From an optimization exercise on the open Yosys and OpenROAD flow, aimed at small area, a short achievable clock period and few clock cycles per item; shortcuts taken in it are not production practice. Function was checked by simulation only, so behaviour that the tests miss may differ from the original.

[config.mk]
export PLATFORM = sky130hd
export DESIGN_NAME = rsa_key
export DESIGN_NICKNAME = rsa_key
export VERILOG_FILES = /design/flow/design.v
export SDC_FILE = /design/flow/constraint.sdc
export NUM_CORES = 4
export LEC_CHECK = 0
export ABC_AREA = 1
export CAP_MARGIN = 20
export CORE_MARGIN = 2
export CORE_UTILIZATION = 60
export CTS_CLUSTER_DIAMETER = 90
export CTS_CLUSTER_SIZE = 35
export SLEW_MARGIN = 20
[standard.sh]
#!/bin/bash
# synth_recipe.tcl (not shown) runs the flow's synth.tcl, then flattens the netlist and writes it again
# the make line also repeats each setting of config.mk as NAME=value (left out here)
make -C /OpenROAD-flow-scripts/flow DESIGN_CONFIG=/design/flow/config.mk WORK_HOME=/design/flow/orfs CLKGATE_MAP_FILE= SYNTH_SCRIPT=/design/flow/synth_recipe.tcl "${@:-finish}"
[constraint.sdc]
create_clock -name core_clock -period 210.0 [get_ports {clk}]
set_input_delay 42.0000 -clock core_clock [delete_from_list [all_inputs] [get_ports {clk}]]
set_output_delay 42.0000 -clock core_clock [all_outputs]
set_load 0.01 [all_outputs]
[flow/run.sh]
#!/bin/bash
set -o pipefail
export BUFFER_PORTS_ARGS="-buffer_cell sky130_fd_sc_hd__buf_2"
export SYNTH_ARGS="-noabc"
plat=$(make -s -C "$FLOW_HOME" DESIGN_CONFIG="$PWD/config.mk" WORK_HOME="$PWD/orfs" print-DONT_USE_CELLS 2>print_dont_use.log | sed -n 's/^DONT_USE_CELLS: //p')
if [ -z "$plat" ]; then echo "could not read the platform's DONT_USE_CELLS" >&2; exit 1; fi
dont_use="$plat sky130_fd_sc_hd__ha_1 sky130_fd_sc_hd__ha_2 sky130_fd_sc_hd__ha_4"
echo "DONT_USE_CELLS=$dont_use" > dont_use.txt
bash standard.sh "DONT_USE_CELLS=$dont_use" finish > standard.log 2>&1
status=$?
tail -20 standard.log
exit $status
[design.v]
module rsa_row #(parameter K = 0, parameter W = 12) (
    input  [W-1:0]  R, B,
    input  [11:0]   X, TB,
    input           en,
    output [W-1:0]  RO,
    output [11:0]   XO,
    output          qo
);
    localparam WR = W - K;
    localparam WX = 12 - K;
    wire [WR:0]   c;
    wire [WR-1:0] d;
    wire [WX:0]   cx;
    wire [WX-1:0] sx;
    assign c[0]  = 1'b1;
    assign cx[0] = 1'b0;
    genvar j;
    generate for (j = 0; j < WR; j = j + 1) begin : bt
        wire x = R[K+j];
        wire y = ~B[j];
        assign d[j]   = x ^ y ^ c[j];
        assign c[j+1] = (x & y) | (x & c[j]) | (y & c[j]);
    end endgenerate
    wire q = en & c[WR];
    wire [WX-1:0] tb = TB[WX-1:0] & {WX{q}};
    generate for (j = 0; j < WX; j = j + 1) begin : bx
        wire x = X[K+j];
        wire y = tb[j];
        assign sx[j]   = x ^ y ^ cx[j];
        assign cx[j+1] = (x & y) | (x & cx[j]) | (y & cx[j]);
    end endgenerate
    assign qo = q;
    generate if (K == 0) begin : k0
        assign RO = q ? d : R;
        assign XO = sx;
    end else begin : kn
        assign RO = {q ? d : R[W-1:K], R[K-1:0]};
        assign XO = {sx, X[K-1:0]};
    end endgenerate
endmodule
module rsa_add #(parameter W = 12) (
    input  [W-1:0] a, b,
    input          ci,
    output [W-1:0] s,
    output         co
);
    wire [W:0] c;
    assign c[0] = ci;
    genvar j;
    generate for (j = 0; j < W; j = j + 1) begin : bt
        assign s[j]   = a[j] ^ b[j] ^ c[j];
        assign c[j+1] = (a[j] & b[j]) | (a[j] & c[j]) | (b[j] & c[j]);
    end endgenerate
    assign co = c[W];
endmodule
module rsa_cneg #(parameter W = 12) (
    input  [W-1:0] x,
    input          n,
    output [W-1:0] y
);
    wire [W-1:0] xi = x ^ {W{n}};
    wire [W:0]   c;
    assign c[0] = n;
    genvar j;
    generate for (j = 0; j < W; j = j + 1) begin : bt
        assign y[j]   = xi[j] ^ c[j];
        assign c[j+1] = xi[j] & c[j];
    end endgenerate
endmodule
module rsa_prep (
    input  [5:0]  p, q,
    output [11:0] N, Eu
);
    wire [11:0] acc [0:5];
    assign acc[0] = {6'd0, p & {6{q[0]}}};
    genvar i;
    generate for (i = 1; i < 6; i = i + 1) begin : mr
        wire [6:0] s;
        wire       co;
        rsa_add #(.W(6)) u_a (.a(acc[i-1][i+5:i]), .b(p & {6{q[i]}}), .ci(1'b0), .s(s[5:0]), .co(co));
        assign s[6] = co;
        if (i < 5) begin : lo
            assign acc[i] = {{(5-i){1'b0}}, s, acc[i-1][i-1:0]};
        end else begin : hi
            assign acc[i] = {s[6:0], acc[i-1][4:0]};
        end
    end endgenerate
    assign N = acc[5];
    wire [11:0] np = {6'h3f, ~p};
    wire [11:0] nq;
    rsa_cneg #(.W(12)) u_nq (.x({6'd0, q}), .n(1'b1), .y(nq));
    wire [11:0] cs = N ^ np ^ nq;
    wire [11:0] cc = (N & np) | (N & nq) | (np & nq);
    wire        co2;
    rsa_add #(.W(12)) u_e (.a(cs), .b({cc[10:0], 1'b1}), .ci(1'b1), .s(Eu), .co(co2));
endmodule
module rsa_rrow #(parameter K = 0, parameter W = 12) (
    input  [W-1:0]  R, B,
    input           en,
    output [W-1:0]  RO,
    output          qo
);
    localparam WR = W - K;
    wire [WR:0]   c;
    wire [WR-1:0] d;
    assign c[0] = 1'b1;
    genvar j;
    generate for (j = 0; j < WR; j = j + 1) begin : bt
        wire x = R[K+j];
        wire y = ~B[j];
        assign d[j]   = x ^ y ^ c[j];
        assign c[j+1] = (x & y) | (x & c[j]) | (y & c[j]);
    end endgenerate
    wire q = en & c[WR];
    assign qo = q;
    generate if (K == 0) begin : k0
        assign RO = q ? d : R;
    end else begin : kn
        assign RO = {q ? d : R[W-1:K], R[K-1:0]};
    end endgenerate
endmodule
module rsa_tb4 #(parameter I = 0, parameter TW = 12) (
    input  [TW-1:0] X, TB,
    input           q2, q1, q0,
    output [TW-1:0] XO
);
    localparam WX = TW - 2 * I;
    wire one = q1 ^ q0;
    wire two = (q2 & ~q1 & ~q0) | (~q2 & q1 & q0);
    wire neg = q2;
    wire [WX-1:0] tb  = TB[WX-1:0];
    wire [WX-1:0] tb2;
    wire [WX:0]   c;
    wire [WX-1:0] s;
    generate if (WX > 1) begin : t2
        assign tb2 = {TB[WX-2:0], 1'b0};
    end else begin : t1
        assign tb2 = 1'b0;
    end endgenerate
    wire [WX-1:0] pp  = ((tb & {WX{one}}) | (tb2 & {WX{two}})) ^ {WX{neg}};
    assign c[0] = neg;
    genvar j;
    generate for (j = 0; j < WX; j = j + 1) begin : bt
        wire x = X[2*I+j];
        wire y = pp[j];
        assign s[j]   = x ^ y ^ c[j];
        assign c[j+1] = (x & y) | (x & c[j]) | (y & c[j]);
    end endgenerate
    generate if (I == 0) begin : i0
        assign XO = s;
    end else begin : in
        assign XO = {s, X[2*I-1:0]};
    end endgenerate
endmodule
module rsa_rrowx #(parameter K = 0, parameter W = 12) (
    input  [W-1:0]  R, B,
    input           en,
    output [W-1:0]  RO,
    output          qo
);
    localparam WR = W - K;
    wire [WR:0]   c;
    wire [WR-1:0] t;
    assign c[0] = 1'b1;
    genvar j;
    generate for (j = 0; j < WR; j = j + 1) begin : bt
        wire x = R[K+j];
        wire y = ~B[j];
        assign t[j]   = y ^ c[j];
        assign c[j+1] = (x & y) | (x & c[j]) | (y & c[j]);
    end endgenerate
    wire q = en & c[WR];
    assign qo = q;
    generate if (K == 0) begin : k0
        assign RO = R ^ (t & {WR{q}});
    end else begin : kn
        assign RO = {R[W-1:K] ^ (t & {WR{q}}), R[K-1:0]};
    end endgenerate
endmodule
module rsa_key #(parameter WIDTH = 6) (
    input                    clk,
    input                    rst_n,
    input                    in_valid,
    output                   in_ready,
    input  [WIDTH-1:0]       IN_P,
    input  [WIDTH-1:0]       IN_Q,
    input  [WIDTH*2-1:0]     IN_E,
    output reg               out_valid,
    output reg [WIDTH*2-1:0] OUT_N,
    output reg [WIDTH*2-1:0] OUT_D
);
assign in_ready = 1'b1;
reg v0;
reg [5:0] p0, q0;
reg [11:0] e0;
always @(posedge clk or negedge rst_n)
    if (~rst_n) v0 <= 1'b0; else v0 <= in_valid;
always @(posedge clk) begin p0 <= IN_P; q0 <= IN_Q; e0 <= IN_E; end
wire [11:0] c_N, c_Eu, c_A0, c_B0;
rsa_prep u_prep (.p(p0), .q(q0), .N(c_N), .Eu(c_Eu));
rsa_cneg #(.W(12)) u_na (.x(c_Eu), .n(c_Eu[11]), .y(c_A0));
rsa_cneg #(.W(12)) u_nb (.x(e0), .n(e0[11]), .y(c_B0));
wire        c_sp0 = ~(c_Eu[11] ^ e0[11]);
wire [10:0] c1_Bw = c_B0;
wire [10:0] c2_A;
wire c3_q;
rsa_rrow #(.K(10), .W(11)) u_d0_k10 (.R(c_A0), .B(c1_Bw), .en((|c_B0 & ~|c_B0[11:1])), .RO(c2_A), .qo(c3_q));
wire [10:0] c4_Bw = c_B0;
wire [10:0] c5_A;
wire c6_q;
rsa_rrow #(.K(9), .W(11)) u_d0_k9 (.R(c2_A), .B(c4_Bw), .en((|c_B0 & ~|c_B0[11:2])), .RO(c5_A), .qo(c6_q));
wire [10:0] c7_Bw = c_B0;
wire [10:0] c8_A;
wire c9_q;
rsa_rrow #(.K(8), .W(11)) u_d0_k8 (.R(c5_A), .B(c7_Bw), .en((|c_B0 & ~|c_B0[11:3])), .RO(c8_A), .qo(c9_q));
wire [10:0] c10_Bw = c_B0;
wire [10:0] c11_A;
wire c12_q;
rsa_rrow #(.K(7), .W(11)) u_d0_k7 (.R(c8_A), .B(c10_Bw), .en((|c_B0 & ~|c_B0[11:4])), .RO(c11_A), .qo(c12_q));
wire [10:0] c13_Bw = c_B0;
wire [10:0] c14_A;
wire c15_q;
rsa_rrow #(.K(6), .W(11)) u_d0_k6 (.R(c11_A), .B(c13_Bw), .en((|c_B0 & ~|c_B0[11:5])), .RO(c14_A), .qo(c15_q));
wire [10:0] c16_Bw = c_B0;
wire [10:0] c17_A;
wire c18_q;
rsa_rrow #(.K(5), .W(11)) u_d0_k5 (.R(c14_A), .B(c16_Bw), .en((|c_B0 & ~|c_B0[11:6])), .RO(c17_A), .qo(c18_q));
wire [10:0] c19_Bw = c_B0;
wire [10:0] c20_A;
wire c21_q;
rsa_rrow #(.K(4), .W(11)) u_d0_k4 (.R(c17_A), .B(c19_Bw), .en((|c_B0 & ~|c_B0[11:7])), .RO(c20_A), .qo(c21_q));
wire [10:0] c22_Bw = c_B0;
wire [10:0] c23_A;
wire c24_q;
rsa_rrow #(.K(3), .W(11)) u_d0_k3 (.R(c20_A), .B(c22_Bw), .en((|c_B0 & ~|c_B0[11:8])), .RO(c23_A), .qo(c24_q));
wire [10:0] c25_Bw = c_B0;
wire [10:0] c26_A;
wire c27_q;
rsa_rrow #(.K(2), .W(11)) u_d0_k2 (.R(c23_A), .B(c25_Bw), .en((|c_B0 & ~|c_B0[11:9])), .RO(c26_A), .qo(c27_q));
wire [10:0] c28_Bw = c_B0;
wire [10:0] c29_A;
wire c30_q;
rsa_rrow #(.K(1), .W(11)) u_d0_k1 (.R(c26_A), .B(c28_Bw), .en((|c_B0 & ~|c_B0[11:10])), .RO(c29_A), .qo(c30_q));
wire [10:0] c31_Bw = c_B0;
wire [10:0] c32_A;
wire c33_q;
rsa_rrow #(.K(0), .W(11)) u_d0_k0 (.R(c29_A), .B(c31_Bw), .en((|c_B0 & ~|c_B0[11:11])), .RO(c32_A), .qo(c33_q));
wire [10:0] c34_Q = {c3_q, c6_q, c9_q, c12_q, c15_q, c18_q, c21_q, c24_q, c27_q, c30_q, c33_q};
wire c35_bnz = |c_B0;
wire [11:0] c36_A = c_B0;
wire [10:0] c37_B = c35_bnz ? c32_A[10:0] : 11'd0;
wire [10:0] c38_X = 11'd1;
wire [10:0] c39_TB = c34_Q;
wire c40_par = c35_bnz ? ~1'b0 : 1'b0;
wire [11:0] c41_Bw = c37_B;
wire [11:0] c42_A;
wire c43_q;
rsa_rrowx #(.K(11), .W(12)) u_d1_k11 (.R(c36_A), .B(c41_Bw), .en((|c37_B & ~|c37_B[10:1])), .RO(c42_A), .qo(c43_q));
wire [11:0] c44_Bw = c37_B;
wire [11:0] c45_A;
wire c46_q;
rsa_rrowx #(.K(10), .W(12)) u_d1_k10 (.R(c42_A), .B(c44_Bw), .en((|c37_B & ~|c37_B[10:2])), .RO(c45_A), .qo(c46_q));
reg v1;
always @(posedge clk or negedge rst_n)
    if (~rst_n) v1 <= 1'b0; else v1 <= v0;
reg [11:0] s1_A;
always @(posedge clk) s1_A <= c45_A;
reg [10:0] s1_B;
always @(posedge clk) s1_B <= c37_B;
reg [10:0] s1_X;
always @(posedge clk) s1_X <= c38_X;
reg [10:0] s1_TB;
always @(posedge clk) s1_TB <= c39_TB;
reg s1_par;
always @(posedge clk) s1_par <= c40_par;
reg s1_sp;
always @(posedge clk) s1_sp <= c_sp0;
reg [11:0] s1_Eu;
always @(posedge clk) s1_Eu <= c_Eu;
reg [11:0] s1_N;
always @(posedge clk) s1_N <= c_N;
reg s1_q11;
always @(posedge clk) s1_q11 <= c43_q;
reg s1_q10;
always @(posedge clk) s1_q10 <= c46_q;
wire [11:0] c47_Bw = s1_B;
wire [11:0] c48_A;
wire c49_q;
rsa_rrowx #(.K(9), .W(12)) u_d1_k9 (.R(s1_A), .B(c47_Bw), .en((|s1_B & ~|s1_B[10:3])), .RO(c48_A), .qo(c49_q));
wire [10:0] c50_X;
rsa_tb4 #(.I(5), .TW(11)) u_t1_i5 (.X(s1_X), .TB(s1_TB), .q2(s1_q11), .q1(s1_q10), .q0(c49_q), .XO(c50_X));
wire [11:0] c51_Bw = s1_B;
wire [11:0] c52_A;
wire c53_q;
rsa_rrowx #(.K(8), .W(12)) u_d1_k8 (.R(c48_A), .B(c51_Bw), .en((|s1_B & ~|s1_B[10:4])), .RO(c52_A), .qo(c53_q));
wire [11:0] c54_Bw = s1_B;
wire [11:0] c55_A;
wire c56_q;
rsa_rrowx #(.K(7), .W(12)) u_d1_k7 (.R(c52_A), .B(c54_Bw), .en((|s1_B & ~|s1_B[10:5])), .RO(c55_A), .qo(c56_q));
wire [10:0] c57_X;
rsa_tb4 #(.I(4), .TW(11)) u_t1_i4 (.X(c50_X), .TB(s1_TB), .q2(c49_q), .q1(c53_q), .q0(c56_q), .XO(c57_X));
wire [11:0] c58_Bw = s1_B;
wire [11:0] c59_A;
wire c60_q;
rsa_rrowx #(.K(6), .W(12)) u_d1_k6 (.R(c55_A), .B(c58_Bw), .en((|s1_B & ~|s1_B[10:6])), .RO(c59_A), .qo(c60_q));
wire [11:0] c61_Bw = s1_B;
wire [11:0] c62_A;
wire c63_q;
rsa_rrowx #(.K(5), .W(12)) u_d1_k5 (.R(c59_A), .B(c61_Bw), .en((|s1_B & ~|s1_B[10:7])), .RO(c62_A), .qo(c63_q));
wire [10:0] c64_X;
rsa_tb4 #(.I(3), .TW(11)) u_t1_i3 (.X(c57_X), .TB(s1_TB), .q2(c56_q), .q1(c60_q), .q0(c63_q), .XO(c64_X));
wire [11:0] c65_Bw = s1_B;
wire [11:0] c66_A;
wire c67_q;
rsa_rrowx #(.K(4), .W(12)) u_d1_k4 (.R(c62_A), .B(c65_Bw), .en((|s1_B & ~|s1_B[10:8])), .RO(c66_A), .qo(c67_q));
wire [11:0] c68_Bw = s1_B;
wire [11:0] c69_A;
wire c70_q;
rsa_rrowx #(.K(3), .W(12)) u_d1_k3 (.R(c66_A), .B(c68_Bw), .en((|s1_B & ~|s1_B[10:9])), .RO(c69_A), .qo(c70_q));
wire [10:0] c71_X;
rsa_tb4 #(.I(2), .TW(11)) u_t1_i2 (.X(c64_X), .TB(s1_TB), .q2(c63_q), .q1(c67_q), .q0(c70_q), .XO(c71_X));
wire [11:0] c72_Bw = s1_B;
wire [11:0] c73_A;
wire c74_q;
rsa_rrowx #(.K(2), .W(12)) u_d1_k2 (.R(c69_A), .B(c72_Bw), .en((|s1_B & ~|s1_B[10:10])), .RO(c73_A), .qo(c74_q));
wire [11:0] c75_Bw = s1_B;
wire [11:0] c76_A;
wire c77_q;
rsa_rrowx #(.K(1), .W(12)) u_d1_k1 (.R(c73_A), .B(c75_Bw), .en((|s1_B)), .RO(c76_A), .qo(c77_q));
wire [10:0] c78_X;
rsa_tb4 #(.I(1), .TW(11)) u_t1_i1 (.X(c71_X), .TB(s1_TB), .q2(c70_q), .q1(c74_q), .q0(c77_q), .XO(c78_X));
wire [11:0] c79_Bw = s1_B;
wire [11:0] c80_A;
wire c81_q;
rsa_rrowx #(.K(0), .W(12)) u_d1_k0 (.R(c76_A), .B(c79_Bw), .en((|s1_B)), .RO(c80_A), .qo(c81_q));
wire [10:0] c82_X;
rsa_tb4 #(.I(0), .TW(11)) u_t1_i0 (.X(c78_X), .TB(s1_TB), .q2(c77_q), .q1(c81_q), .q0(1'b0), .XO(c82_X));
wire c83_bnz = |s1_B;
wire [10:0] c84_A = s1_B;
wire [9:0] c85_B = c83_bnz ? c80_A[9:0] : 10'd0;
wire [10:0] c86_X = s1_TB;
wire [10:0] c87_TB = c82_X;
wire c88_par = c83_bnz ? ~s1_par : s1_par;
wire [10:0] c89_Bw = c85_B;
wire [10:0] c90_A;
wire c91_q;
rsa_rrowx #(.K(10), .W(11)) u_d2_k10 (.R(c84_A), .B(c89_Bw), .en((|c85_B & ~|c85_B[9:1])), .RO(c90_A), .qo(c91_q));
wire [10:0] c92_Bw = c85_B;
wire [10:0] c93_A;
wire c94_q;
rsa_rrowx #(.K(9), .W(11)) u_d2_k9 (.R(c90_A), .B(c92_Bw), .en((|c85_B & ~|c85_B[9:2])), .RO(c93_A), .qo(c94_q));
wire [10:0] c95_X;
rsa_tb4 #(.I(5), .TW(11)) u_t2_i5 (.X(c86_X), .TB(c87_TB), .q2(1'b0), .q1(c91_q), .q0(c94_q), .XO(c95_X));
wire [10:0] c96_Bw = c85_B;
wire [10:0] c97_A;
wire c98_q;
rsa_rrowx #(.K(8), .W(11)) u_d2_k8 (.R(c93_A), .B(c96_Bw), .en((|c85_B & ~|c85_B[9:3])), .RO(c97_A), .qo(c98_q));
wire [10:0] c99_Bw = c85_B;
wire [10:0] c100_A;
wire c101_q;
rsa_rrowx #(.K(7), .W(11)) u_d2_k7 (.R(c97_A), .B(c99_Bw), .en((|c85_B & ~|c85_B[9:4])), .RO(c100_A), .qo(c101_q));
wire [10:0] c102_X;
rsa_tb4 #(.I(4), .TW(11)) u_t2_i4 (.X(c95_X), .TB(c87_TB), .q2(c94_q), .q1(c98_q), .q0(c101_q), .XO(c102_X));
wire [10:0] c103_Bw = c85_B;
wire [10:0] c104_A;
wire c105_q;
rsa_rrowx #(.K(6), .W(11)) u_d2_k6 (.R(c100_A), .B(c103_Bw), .en((|c85_B & ~|c85_B[9:5])), .RO(c104_A), .qo(c105_q));
wire [10:0] c106_Bw = c85_B;
wire [10:0] c107_A;
wire c108_q;
rsa_rrowx #(.K(5), .W(11)) u_d2_k5 (.R(c104_A), .B(c106_Bw), .en((|c85_B & ~|c85_B[9:6])), .RO(c107_A), .qo(c108_q));
wire [10:0] c109_X;
rsa_tb4 #(.I(3), .TW(11)) u_t2_i3 (.X(c102_X), .TB(c87_TB), .q2(c101_q), .q1(c105_q), .q0(c108_q), .XO(c109_X));
wire [10:0] c110_Bw = c85_B;
wire [10:0] c111_A;
wire c112_q;
rsa_rrowx #(.K(4), .W(11)) u_d2_k4 (.R(c107_A), .B(c110_Bw), .en((|c85_B & ~|c85_B[9:7])), .RO(c111_A), .qo(c112_q));
wire [10:0] c113_Bw = c85_B;
wire [10:0] c114_A;
wire c115_q;
rsa_rrowx #(.K(3), .W(11)) u_d2_k3 (.R(c111_A), .B(c113_Bw), .en((|c85_B & ~|c85_B[9:8])), .RO(c114_A), .qo(c115_q));
wire [10:0] c116_X;
rsa_tb4 #(.I(2), .TW(11)) u_t2_i2 (.X(c109_X), .TB(c87_TB), .q2(c108_q), .q1(c112_q), .q0(c115_q), .XO(c116_X));
wire [10:0] c117_Bw = c85_B;
wire [10:0] c118_A;
wire c119_q;
rsa_rrowx #(.K(2), .W(11)) u_d2_k2 (.R(c114_A), .B(c117_Bw), .en((|c85_B & ~|c85_B[9:9])), .RO(c118_A), .qo(c119_q));
wire [10:0] c120_Bw = c85_B;
wire [10:0] c121_A;
wire c122_q;
rsa_rrowx #(.K(1), .W(11)) u_d2_k1 (.R(c118_A), .B(c120_Bw), .en((|c85_B)), .RO(c121_A), .qo(c122_q));
wire [10:0] c123_X;
rsa_tb4 #(.I(1), .TW(11)) u_t2_i1 (.X(c116_X), .TB(c87_TB), .q2(c115_q), .q1(c119_q), .q0(c122_q), .XO(c123_X));
wire [10:0] c124_Bw = c85_B;
wire [10:0] c125_A;
wire c126_q;
rsa_rrowx #(.K(0), .W(11)) u_d2_k0 (.R(c121_A), .B(c124_Bw), .en((|c85_B)), .RO(c125_A), .qo(c126_q));
wire [10:0] c127_X;
rsa_tb4 #(.I(0), .TW(11)) u_t2_i0 (.X(c123_X), .TB(c87_TB), .q2(c122_q), .q1(c126_q), .q0(1'b0), .XO(c127_X));
wire c128_bnz = |c85_B;
wire [9:0] c129_A = c85_B;
wire [9:0] c130_B = c128_bnz ? c125_A[9:0] : 10'd0;
wire [10:0] c131_X = c87_TB;
wire [10:0] c132_TB = c127_X;
wire c133_par = c128_bnz ? ~c88_par : c88_par;
wire [9:0] c134_Bw = c130_B;
wire [9:0] c135_A;
wire c136_q;
rsa_rrowx #(.K(9), .W(10)) u_d3_k9 (.R(c129_A), .B(c134_Bw), .en((|c130_B & ~|c130_B[9:1])), .RO(c135_A), .qo(c136_q));
wire [10:0] c137_X;
rsa_tb4 #(.I(5), .TW(11)) u_t3_i5 (.X(c131_X), .TB(c132_TB), .q2(1'b0), .q1(1'b0), .q0(c136_q), .XO(c137_X));
reg v2;
always @(posedge clk or negedge rst_n)
    if (~rst_n) v2 <= 1'b0; else v2 <= v1;
reg [9:0] s2_A;
always @(posedge clk) s2_A <= c135_A;
reg [9:0] s2_B;
always @(posedge clk) s2_B <= c130_B;
reg [10:0] s2_X;
always @(posedge clk) s2_X <= c137_X;
reg [10:0] s2_TB;
always @(posedge clk) s2_TB <= c132_TB;
reg s2_par;
always @(posedge clk) s2_par <= c133_par;
reg s2_sp;
always @(posedge clk) s2_sp <= s1_sp;
reg [11:0] s2_Eu;
always @(posedge clk) s2_Eu <= s1_Eu;
reg [11:0] s2_N;
always @(posedge clk) s2_N <= s1_N;
reg s2_q9;
always @(posedge clk) s2_q9 <= c136_q;
wire [9:0] c138_Bw = s2_B;
wire [9:0] c139_A;
wire c140_q;
rsa_rrowx #(.K(8), .W(10)) u_d3_k8 (.R(s2_A), .B(c138_Bw), .en((|s2_B & ~|s2_B[9:2])), .RO(c139_A), .qo(c140_q));
wire [9:0] c141_Bw = s2_B;
wire [9:0] c142_A;
wire c143_q;
rsa_rrowx #(.K(7), .W(10)) u_d3_k7 (.R(c139_A), .B(c141_Bw), .en((|s2_B & ~|s2_B[9:3])), .RO(c142_A), .qo(c143_q));
wire [10:0] c144_X;
rsa_tb4 #(.I(4), .TW(11)) u_t3_i4 (.X(s2_X), .TB(s2_TB), .q2(s2_q9), .q1(c140_q), .q0(c143_q), .XO(c144_X));
wire [9:0] c145_Bw = s2_B;
wire [9:0] c146_A;
wire c147_q;
rsa_rrowx #(.K(6), .W(10)) u_d3_k6 (.R(c142_A), .B(c145_Bw), .en((|s2_B & ~|s2_B[9:4])), .RO(c146_A), .qo(c147_q));
wire [9:0] c148_Bw = s2_B;
wire [9:0] c149_A;
wire c150_q;
rsa_rrowx #(.K(5), .W(10)) u_d3_k5 (.R(c146_A), .B(c148_Bw), .en((|s2_B & ~|s2_B[9:5])), .RO(c149_A), .qo(c150_q));
wire [10:0] c151_X;
rsa_tb4 #(.I(3), .TW(11)) u_t3_i3 (.X(c144_X), .TB(s2_TB), .q2(c143_q), .q1(c147_q), .q0(c150_q), .XO(c151_X));
wire [9:0] c152_Bw = s2_B;
wire [9:0] c153_A;
wire c154_q;
rsa_rrowx #(.K(4), .W(10)) u_d3_k4 (.R(c149_A), .B(c152_Bw), .en((|s2_B & ~|s2_B[9:6])), .RO(c153_A), .qo(c154_q));
wire [9:0] c155_Bw = s2_B;
wire [9:0] c156_A;
wire c157_q;
rsa_rrowx #(.K(3), .W(10)) u_d3_k3 (.R(c153_A), .B(c155_Bw), .en((|s2_B & ~|s2_B[9:7])), .RO(c156_A), .qo(c157_q));
wire [10:0] c158_X;
rsa_tb4 #(.I(2), .TW(11)) u_t3_i2 (.X(c151_X), .TB(s2_TB), .q2(c150_q), .q1(c154_q), .q0(c157_q), .XO(c158_X));
wire [9:0] c159_Bw = s2_B;
wire [9:0] c160_A;
wire c161_q;
rsa_rrowx #(.K(2), .W(10)) u_d3_k2 (.R(c156_A), .B(c159_Bw), .en((|s2_B & ~|s2_B[9:8])), .RO(c160_A), .qo(c161_q));
wire [9:0] c162_Bw = s2_B;
wire [9:0] c163_A;
wire c164_q;
rsa_rrowx #(.K(1), .W(10)) u_d3_k1 (.R(c160_A), .B(c162_Bw), .en((|s2_B & ~|s2_B[9:9])), .RO(c163_A), .qo(c164_q));
wire [10:0] c165_X;
rsa_tb4 #(.I(1), .TW(11)) u_t3_i1 (.X(c158_X), .TB(s2_TB), .q2(c157_q), .q1(c161_q), .q0(c164_q), .XO(c165_X));
wire [9:0] c166_Bw = s2_B;
wire [9:0] c167_A;
wire c168_q;
rsa_rrowx #(.K(0), .W(10)) u_d3_k0 (.R(c163_A), .B(c166_Bw), .en((|s2_B)), .RO(c167_A), .qo(c168_q));
wire [10:0] c169_X;
rsa_tb4 #(.I(0), .TW(11)) u_t3_i0 (.X(c165_X), .TB(s2_TB), .q2(c164_q), .q1(c168_q), .q0(1'b0), .XO(c169_X));
wire c170_bnz = |s2_B;
wire [9:0] c171_A = s2_B;
wire [8:0] c172_B = c170_bnz ? c167_A[8:0] : 9'd0;
wire [10:0] c173_X = s2_TB;
wire [10:0] c174_TB = c169_X;
wire c175_par = c170_bnz ? ~s2_par : s2_par;
wire [9:0] c176_Bw = c172_B;
wire [9:0] c177_A;
wire c178_q;
rsa_rrowx #(.K(9), .W(10)) u_d4_k9 (.R(c171_A), .B(c176_Bw), .en((|c172_B & ~|c172_B[8:1])), .RO(c177_A), .qo(c178_q));
wire [10:0] c179_X;
rsa_tb4 #(.I(5), .TW(11)) u_t4_i5 (.X(c173_X), .TB(c174_TB), .q2(1'b0), .q1(1'b0), .q0(c178_q), .XO(c179_X));
wire [9:0] c180_Bw = c172_B;
wire [9:0] c181_A;
wire c182_q;
rsa_rrowx #(.K(8), .W(10)) u_d4_k8 (.R(c177_A), .B(c180_Bw), .en((|c172_B & ~|c172_B[8:2])), .RO(c181_A), .qo(c182_q));
wire [9:0] c183_Bw = c172_B;
wire [9:0] c184_A;
wire c185_q;
rsa_rrowx #(.K(7), .W(10)) u_d4_k7 (.R(c181_A), .B(c183_Bw), .en((|c172_B & ~|c172_B[8:3])), .RO(c184_A), .qo(c185_q));
wire [10:0] c186_X;
rsa_tb4 #(.I(4), .TW(11)) u_t4_i4 (.X(c179_X), .TB(c174_TB), .q2(c178_q), .q1(c182_q), .q0(c185_q), .XO(c186_X));
wire [9:0] c187_Bw = c172_B;
wire [9:0] c188_A;
wire c189_q;
rsa_rrowx #(.K(6), .W(10)) u_d4_k6 (.R(c184_A), .B(c187_Bw), .en((|c172_B & ~|c172_B[8:4])), .RO(c188_A), .qo(c189_q));
wire [9:0] c190_Bw = c172_B;
wire [9:0] c191_A;
wire c192_q;
rsa_rrowx #(.K(5), .W(10)) u_d4_k5 (.R(c188_A), .B(c190_Bw), .en((|c172_B & ~|c172_B[8:5])), .RO(c191_A), .qo(c192_q));
wire [10:0] c193_X;
rsa_tb4 #(.I(3), .TW(11)) u_t4_i3 (.X(c186_X), .TB(c174_TB), .q2(c185_q), .q1(c189_q), .q0(c192_q), .XO(c193_X));
wire [9:0] c194_Bw = c172_B;
wire [9:0] c195_A;
wire c196_q;
rsa_rrowx #(.K(4), .W(10)) u_d4_k4 (.R(c191_A), .B(c194_Bw), .en((|c172_B & ~|c172_B[8:6])), .RO(c195_A), .qo(c196_q));
wire [9:0] c197_Bw = c172_B;
wire [9:0] c198_A;
wire c199_q;
rsa_rrowx #(.K(3), .W(10)) u_d4_k3 (.R(c195_A), .B(c197_Bw), .en((|c172_B & ~|c172_B[8:7])), .RO(c198_A), .qo(c199_q));
wire [10:0] c200_X;
rsa_tb4 #(.I(2), .TW(11)) u_t4_i2 (.X(c193_X), .TB(c174_TB), .q2(c192_q), .q1(c196_q), .q0(c199_q), .XO(c200_X));
wire [9:0] c201_Bw = c172_B;
wire [9:0] c202_A;
wire c203_q;
rsa_rrowx #(.K(2), .W(10)) u_d4_k2 (.R(c198_A), .B(c201_Bw), .en((|c172_B & ~|c172_B[8:8])), .RO(c202_A), .qo(c203_q));
wire [9:0] c204_Bw = c172_B;
wire [9:0] c205_A;
wire c206_q;
rsa_rrowx #(.K(1), .W(10)) u_d4_k1 (.R(c202_A), .B(c204_Bw), .en((|c172_B)), .RO(c205_A), .qo(c206_q));
wire [10:0] c207_X;
rsa_tb4 #(.I(1), .TW(11)) u_t4_i1 (.X(c200_X), .TB(c174_TB), .q2(c199_q), .q1(c203_q), .q0(c206_q), .XO(c207_X));
wire [9:0] c208_Bw = c172_B;
wire [9:0] c209_A;
wire c210_q;
rsa_rrowx #(.K(0), .W(10)) u_d4_k0 (.R(c205_A), .B(c208_Bw), .en((|c172_B)), .RO(c209_A), .qo(c210_q));
wire [10:0] c211_X;
rsa_tb4 #(.I(0), .TW(11)) u_t4_i0 (.X(c207_X), .TB(c174_TB), .q2(c206_q), .q1(c210_q), .q0(1'b0), .XO(c211_X));
wire c212_bnz = |c172_B;
wire [8:0] c213_A = c172_B;
wire [7:0] c214_B = c212_bnz ? c209_A[7:0] : 8'd0;
wire [10:0] c215_X = c174_TB;
wire [10:0] c216_TB = c211_X;
wire c217_par = c212_bnz ? ~c175_par : c175_par;
wire [8:0] c218_Bw = c214_B;
wire [8:0] c219_A;
wire c220_q;
rsa_rrowx #(.K(8), .W(9)) u_d5_k8 (.R(c213_A), .B(c218_Bw), .en((|c214_B & ~|c214_B[7:1])), .RO(c219_A), .qo(c220_q));
wire [8:0] c221_Bw = c214_B;
wire [8:0] c222_A;
wire c223_q;
rsa_rrowx #(.K(7), .W(9)) u_d5_k7 (.R(c219_A), .B(c221_Bw), .en((|c214_B & ~|c214_B[7:2])), .RO(c222_A), .qo(c223_q));
wire [10:0] c224_X;
rsa_tb4 #(.I(4), .TW(11)) u_t5_i4 (.X(c215_X), .TB(c216_TB), .q2(1'b0), .q1(c220_q), .q0(c223_q), .XO(c224_X));
wire [8:0] c225_Bw = c214_B;
wire [8:0] c226_A;
wire c227_q;
rsa_rrowx #(.K(6), .W(9)) u_d5_k6 (.R(c222_A), .B(c225_Bw), .en((|c214_B & ~|c214_B[7:3])), .RO(c226_A), .qo(c227_q));
wire [8:0] c228_Bw = c214_B;
wire [8:0] c229_A;
wire c230_q;
rsa_rrowx #(.K(5), .W(9)) u_d5_k5 (.R(c226_A), .B(c228_Bw), .en((|c214_B & ~|c214_B[7:4])), .RO(c229_A), .qo(c230_q));
wire [10:0] c231_X;
rsa_tb4 #(.I(3), .TW(11)) u_t5_i3 (.X(c224_X), .TB(c216_TB), .q2(c223_q), .q1(c227_q), .q0(c230_q), .XO(c231_X));
wire [8:0] c232_Bw = c214_B;
wire [8:0] c233_A;
wire c234_q;
rsa_rrowx #(.K(4), .W(9)) u_d5_k4 (.R(c229_A), .B(c232_Bw), .en((|c214_B & ~|c214_B[7:5])), .RO(c233_A), .qo(c234_q));
wire [8:0] c235_Bw = c214_B;
wire [8:0] c236_A;
wire c237_q;
rsa_rrowx #(.K(3), .W(9)) u_d5_k3 (.R(c233_A), .B(c235_Bw), .en((|c214_B & ~|c214_B[7:6])), .RO(c236_A), .qo(c237_q));
wire [10:0] c238_X;
rsa_tb4 #(.I(2), .TW(11)) u_t5_i2 (.X(c231_X), .TB(c216_TB), .q2(c230_q), .q1(c234_q), .q0(c237_q), .XO(c238_X));
wire [8:0] c239_Bw = c214_B;
wire [8:0] c240_A;
wire c241_q;
rsa_rrowx #(.K(2), .W(9)) u_d5_k2 (.R(c236_A), .B(c239_Bw), .en((|c214_B & ~|c214_B[7:7])), .RO(c240_A), .qo(c241_q));
wire [8:0] c242_Bw = c214_B;
wire [8:0] c243_A;
wire c244_q;
rsa_rrowx #(.K(1), .W(9)) u_d5_k1 (.R(c240_A), .B(c242_Bw), .en((|c214_B)), .RO(c243_A), .qo(c244_q));
wire [10:0] c245_X;
rsa_tb4 #(.I(1), .TW(11)) u_t5_i1 (.X(c238_X), .TB(c216_TB), .q2(c237_q), .q1(c241_q), .q0(c244_q), .XO(c245_X));
wire [8:0] c246_Bw = c214_B;
wire [8:0] c247_A;
wire c248_q;
rsa_rrowx #(.K(0), .W(9)) u_d5_k0 (.R(c243_A), .B(c246_Bw), .en((|c214_B)), .RO(c247_A), .qo(c248_q));
wire [10:0] c249_X;
rsa_tb4 #(.I(0), .TW(11)) u_t5_i0 (.X(c245_X), .TB(c216_TB), .q2(c244_q), .q1(c248_q), .q0(1'b0), .XO(c249_X));
wire c250_bnz = |c214_B;
wire [7:0] c251_A = c214_B;
wire [7:0] c252_B = c250_bnz ? c247_A[7:0] : 8'd0;
wire [10:0] c253_X = c216_TB;
wire [10:0] c254_TB = c249_X;
wire c255_par = c250_bnz ? ~c217_par : c217_par;
wire f_z = ~|c252_B;
wire [10:0] f_uw = (f_z & ~c255_par) ? c253_X : c254_TB;
wire [11:0] f_u = f_uw;
wire f_neg = s2_sp & ~(f_z ? c255_par : ~c255_par);
wire [11:0] f_Eu = s2_Eu;
wire f_m = (f_neg & |f_u) | f_u[11];   
wire [11:0] f_df, f_ndf;
wire f_ge;
rsa_add #(.W(12)) u_df (.a(f_u), .b(~f_Eu), .ci(1'b1), .s(f_df), .co(f_ge));
rsa_cneg #(.W(12)) u_nd (.x(f_df), .n(1'b1), .y(f_ndf));
wire f_gt = f_ge & |f_df;
wire [11:0] f_D = f_m ? f_ndf : f_gt ? f_df : f_u;
always @(posedge clk or negedge rst_n)
    if (~rst_n) out_valid <= 1'b0; else out_valid <= v2;
always @(posedge clk) begin OUT_N <= s2_N; OUT_D <= f_D; end
endmodule
==> results of run 1 <==
## synthesized netlist by cell type, types with 7 or more instances
cell type,number
nand2_1,1129
inv_1,509
nand3_1,497
xor2_1,340
nor2_1,255
fa_1,243
dfxtp_1,178
nand4_1,90
o22ai_1,84
nand2_2,77
o21ai_0,76
xnor2_1,62
a21oi_1,59
inv_2,50
a22o_1,41
nand3_2,40
and2_1,32
clkbuf_1,30
o21ai_1,28
nor3_1,21
buf_2,20
a31oi_1,19
nand2_4,18
buf_6,16
clkinv_1,16
buf_4,15
clkbuf_8,15
a21oi_2,13
and2_2,12
or2_2,12
a21oi_4,11
inv_6,11
nand3b_1,11
nor2_2,11
nor2_4,9
bufinv_8,7
inv_4,7
## metal layers
layer  GRT usage  up-vias  wire length (um)
li1            -    13100                 -
met1       0.396    11800             32400
met2       0.511      503             33600
met3      0.0286      107              2360
met4      0.0884        0              1770
met5           0        -                 0
## cell families after synthesis
family / synth area share
XOR/XNOR: 0.126
flip-flops: 0.130
buffers and inverters: 0.121
multiplexers: 0.000802
other: 0.000134
adder cells (fa/ha/maj): 0.173
AO/OA/AOI/OAI: 0.0821
AND/OR/NAND/NOR: 0.367
## state kept, by name (all words and copies together) (netlist names), 6 cells and up
| name | flops |
|---|---|
| s1_A | 12 |
| s1_Eu | 12 |
| s2_TB | 11 |
| s1_TB | 11 |
| s1_B | 11 |
| e0 | 12 |
| q0 | 6 |
| OUT_D | 12 |
| s2_B | 10 |
| OUT_N | 12 |
| s2_A | 10 |
| s2_X | 11 |
| p0 | 6 |
| s2_N | 12 |
| s2_Eu | 12 |
| s1_N | 12 |
## metrics by stage
step	utilization	area [um2]
after floorplan	-	28100
after global placement	0.611	28300
after detailed placement	0.611	28300
after CTS	0.624	28900
after global routing	0.624	28900
final	0.624	28900
## area by class of cell
class / count / share of cell area
clock buffers: 18 / 0.0152
clock inverters: 13 / 0.00536
flip-flops and latches: 182 / 0.127
well taps: 607 / 0.0263
repair buffers: 68 / 0.0132
inverters: 606 / 0.0858
multi-input cells: 3244 / 0.727
## path summary, 6_finish.rpt
path                            depth (start not counted)  slack (ns)       from         to
worst max register to register                        312      168.06    s2_B[0]   OUT_D[0]
worst max-delay path                                    1      167.06  out_valid  out_valid
min in group asynchronous                               1       41.33      rst_n         v2
worst min register to register                          0        0.32   s1_Eu[4]   s2_Eu[4]
max in group asynchronous                               1      168.54      rst_n         v0
worst min-delay path                                    0        0.32   s1_Eu[4]   s2_Eu[4]
==> results.cfg, run 1 <==
[run_status]
outcome = no timing/DRC/antenna violations

[sta]
fin_crit_sh = 0.204
setup_violations = 0
clock_skew_ns = 0.0119
period_minus_slack_ns = 42.94
max-slew-margin-rel = 0.378
finalHoldViolCount = 0
timing.hold.ws_ns = 0.322
final-max-slew-violation-count = 0
maxClockFrequency_ghz = 0.0233
worstMarginPinSlew_ns = 0.926
rsz0062_at_grt = false
setup_tns_ns = 0
layout_setup_ws_ns = 167.06

[job]
maxCapViolations = 0

[logic_synthesis]
syn_inst = 4145
ys_seq_elements = 182
seq_area_frac_synth = 0.130
synth_flop_cell = dfxtp_1
synth_nets = 4415
syn_area_per_cell_um2 = 6.77
synth_top_area_frac = 0.173
synth_edf_count = 0
async_flop_share = 0.0220
synth_top_area_cell = fa_1
synth_area_leaders = fa_1, nand2_1, dfxtp_1
ys_warn_count = 3
synth.distinct_cells = 74
syn_area_mm2 = 0.0281

[layout]
syn_to_final_growth_pct = 3.01
multi_input_area_mm2 = 0.0210
diodes = 0
layout-drive-gt1-share = 0.0976
final_common_cell = nand2_1
nFillCells = 4528
final_cell_mix = nand2_1, inv_1, nand3_1, xor2_1, nor2_1
nets = 4389
fin_cells = 4738
register_area_mm2 = 0.00366

[clock_tree]
clock-sinks = 182
cts_resized = 0
ctsLongestPathBuffers = 2
cts_buffers = 17
ctsHoldBuffers = 0
root_buffer = clkbuf_16
clkLatencyLatePin_ns = 0.46
clk_pin_slew_worst_paths_ns = 0.07
postCtsSetupRepairBufs = 0
htreeDepth = 4
cts_tree = yes

[global_route]
grt_max_degree = 32
grtUsageTotal = 0.297
grt_first_pass_wirelength_um = 117000
grt_pass1_vias = 23700
antenna_found_initial = 0
grt_overflow_total = 0

[route]
drt_drc_violations_left = 0
wirelength_um = 70100
drtIter0Drc = 1763
wl_per_cell_um = 14.8
postRouteAntennaNets = 0
vias = 25500
viasPerCell = 5.37
firstDrtPassIters = 6

[setup_path]
cp.required_ns = 168.00
end_kind = output port
path_cells = buf_2
criticalPathCategory = reg2out
crit_path_start_kind = flip-flop
crit_buf_inv = 1
cp_slowest_stage_delay_ns = 0.36
cp.arrival_ns = 0.94
crit_fanout = 1
cp_top_family = flip-flops
slowest_stage = dfrtp_1

[placement]
place_inst = 4707
dp_hpwl_um = 56600
port_buffers = 51
dp_slack_ns = 167.54
place_congestion = 0.908

[die]
start_util = 0.606
dieArea_mm2 = 0.0485
fp.dieH_um = 220
die_width_um = 220
rows = 79
core-area_mm2 = 0.0464
pin_count = 53

[min_path]
hp-class = reg2reg
Testbench counts, summed over its fixed seeds: cycles 2,432, items 2,400.
==> inputs of run 2 (changes only) <==
--- a/config.mk
+++ b/config.mk
@@ -10,5 +10,5 @@
 export CORE_MARGIN = 2
 export CORE_UTILIZATION = 60
-export CTS_CLUSTER_DIAMETER = 90
-export CTS_CLUSTER_SIZE = 35
+export CTS_CLUSTER_DIAMETER = 100
+export CTS_CLUSTER_SIZE = 45
 export SLEW_MARGIN = 20
==> run 2 against run 1 <==
Still clean. Non-clock buffer count stayed put. Die area unchanged. Sequential cell count did not move. Clock skew unchanged. Hold slack is the same. Via count stayed put. Sequential share of layout area is the same. Synthesized area stayed put. Critical endpoint unchanged.
==> results.cfg, run 2 <==
[sta]
worstMarginPinSlew_ns = 0.926
setup_violations = 0
final-max-slew-violation-count = 0
clock_skew_ns = 0.0119
maxClockFrequency_ghz = 0.0233
fin_crit_sh = 0.204
max-slew-margin-rel = 0.378
setup_tns_ns = 0
period_minus_slack_ns = 42.94
rsz0062_at_grt = false
finalHoldViolCount = 0

[die]
rows = 79
start_util = 0.606
die_width_um = 220
fp.dieH_um = 220
dieArea_mm2 = 0.0485
pin_count = 53
core-area_mm2 = 0.0464

[layout]
utilization = 0.624
final_cell_mix = nand2_1, inv_1, nand3_1, xor2_1, nor2_1
nets = 4389
design_area_mm2 = 0.0289
syn_to_final_growth_pct = 3.01
layout-drive-gt1-share = 0.0976
diodes = 0
fin_cells = 4738
final_common_cell = nand2_1

[logic_synthesis]
async_flop_share = 0.0220
ys_seq_elements = 182
syn_area_per_cell_um2 = 6.77
synth_top_area_frac = 0.173
syn_area_mm2 = 0.0281
synth_flop_cell = dfxtp_1
synth_top_area_cell = fa_1
synth_commonest_cells = nand2_1, inv_1, nand3_1, xor2_1, nor2_1
ys_warn_count = 3
syn_inst = 4145
seq_area_frac_synth = 0.130
synth_edf_count = 0
synth_nets = 4415
synth.distinct_cells = 74
yosysMostFrequentCell = nand2_1
synth_area_leaders = fa_1, nand2_1, dfxtp_1

[setup_path]
criticalPathCategory = reg2out
slowest_stage = dfrtp_1
cp_slowest_stage_delay_ns = 0.36
crit_fanout = 1
crit_path_start_kind = flip-flop
cp.arrival_ns = 0.94
cp.required_ns = 168.00
end_kind = output port
cp_top_family = flip-flops
path_cells = buf_2
crit_buf_inv = 1

[clock_tree]
cts_tree = yes
postCtsSetupRepairBufs = 0
root_buffer = clkbuf_16
clkLatencyLatePin_ns = 0.46
ctsHoldBuffers = 0
cts_resized = 0
cts_buffers = 17
htreeDepth = 4
clock-sinks = 182
ctsLongestPathBuffers = 2
clk_pin_slew_worst_paths_ns = 0.07

[placement]
dp_hpwl_um = 56600
port_buffers = 51
place_inst = 4707
place_congestion = 0.908
placed_area_mm2 = 0.0283

[route]
firstDrtPassIters = 6
postRouteAntennaNets = 0
drt_drc_violations_left = 0
vias = 25500
wl_per_cell_um = 14.8
viasPerCell = 5.37
drtIter0Drc = 1763
wirelength_um = 70100

[global_route]
grtUsageTotal = 0.297
grt_first_pass_wirelength_um = 117000
grt_max_degree = 32
grt_overflow_total = 0
grt_pass1_vias = 23700
antenna_found_initial = 0

[job]
maxCapViolations = 0

[min_path]
hp-class = reg2reg

[run_status]
outcome = no timing/DRC/antenna violations
## run 2: cell counts in the layout (fill, tap and decap cells not counted)
Identical to the previous run, type by type.
## run 2: layer usage
metal	wire length (um)	global-route usage	part of all wire	vias to the layer above
li1	-	-	-	13100
met1	32400	0.396	0.46	11800
met2	33600	0.511	0.48	503
met3	2360	0.0286	0.034	107
met4	1770	0.0884	0.025	0
met5	0	0	0	-
## run 2: area by class of cell
class | count | area [um2]
Multi-Input combinational cell | 3244 | 21000
Fill cell | 4528 | 17400
Sequential cell | 182 | 3660
Inverter | 606 | 2480
Tap cell | 607 | 759
Clock buffer | 18 | 439
Timing Repair Buffer | 68 | 383
Clock inverter | 13 | 155
## run 2: stage by stage
| stage | hold WS [ns] | setup WS (ns) |
|---|---|---|
| floorplan | 0.310 | 167.62 |
| global placement | 0.310 | 167.54 |
| detailed placement | 0.312 | 167.54 |
| CTS | 0.327 | 167.04 |
| global route | 0.333 | 162.91 |
| finish | 0.322 | 167.06 |
## run 2: final timing paths
path                                start  cells after the start  slack (ns)   endpoint
worst max-delay path            out_valid                      1      167.06  out_valid
worst min-delay path             s1_Eu[4]                      0        0.32   s2_Eu[4]
worst max register to register    s2_B[0]                    312      168.06   OUT_D[0]
worst min register to register   s1_Eu[4]                      0        0.32   s2_Eu[4]
max in group asynchronous           rst_n                      1      168.54         v0
min in group asynchronous           rst_n                      1       41.33         v2
## run 2: cell families after synthesis
logic type | count (synthesis) | synth area share
flops | 182 | 0.130
other cells | 1 | 0.000134
xor+xnor | 403 | 0.126
buf+inv | 719 | 0.121
simple gates | 2240 | 0.367
fa+ha+maj | 243 | 0.173
mux | 2 | 0.000802
compound gates | 355 | 0.0821

-- afterwards: timing with drivers on the ports --
In the flow no input, the clock included, has a driving cell. The finished layouts below were timed again as built, in two steps. Step 1: set_driving_cell puts a clkbuf_16 on clk and a buf_2 on each other input, an assumption about the parent block. Step 2 also shifts input and output timing later by t, the mid clock arrival at the registers, as if the neighbouring blocks saw the same clock. a / b / c = ideal ports / drivers / drivers and shift; a / b = the first two.
run | t (ns) | slack for setup (ns) | worst setup path after step 2 | clock arrival spread, ns | worst data-port slew with drivers (ns)
run 1 | 0.508 | 167.058 / 167.004 / 167.512 | register to output | 0.012 / 0.013 | 0.03
run 2 | 0.508 | 167.058 / 167.004 / 167.512 | register to output | 0.012 / 0.013 | 0.03
After both steps setup and hold are still met in every run listed.
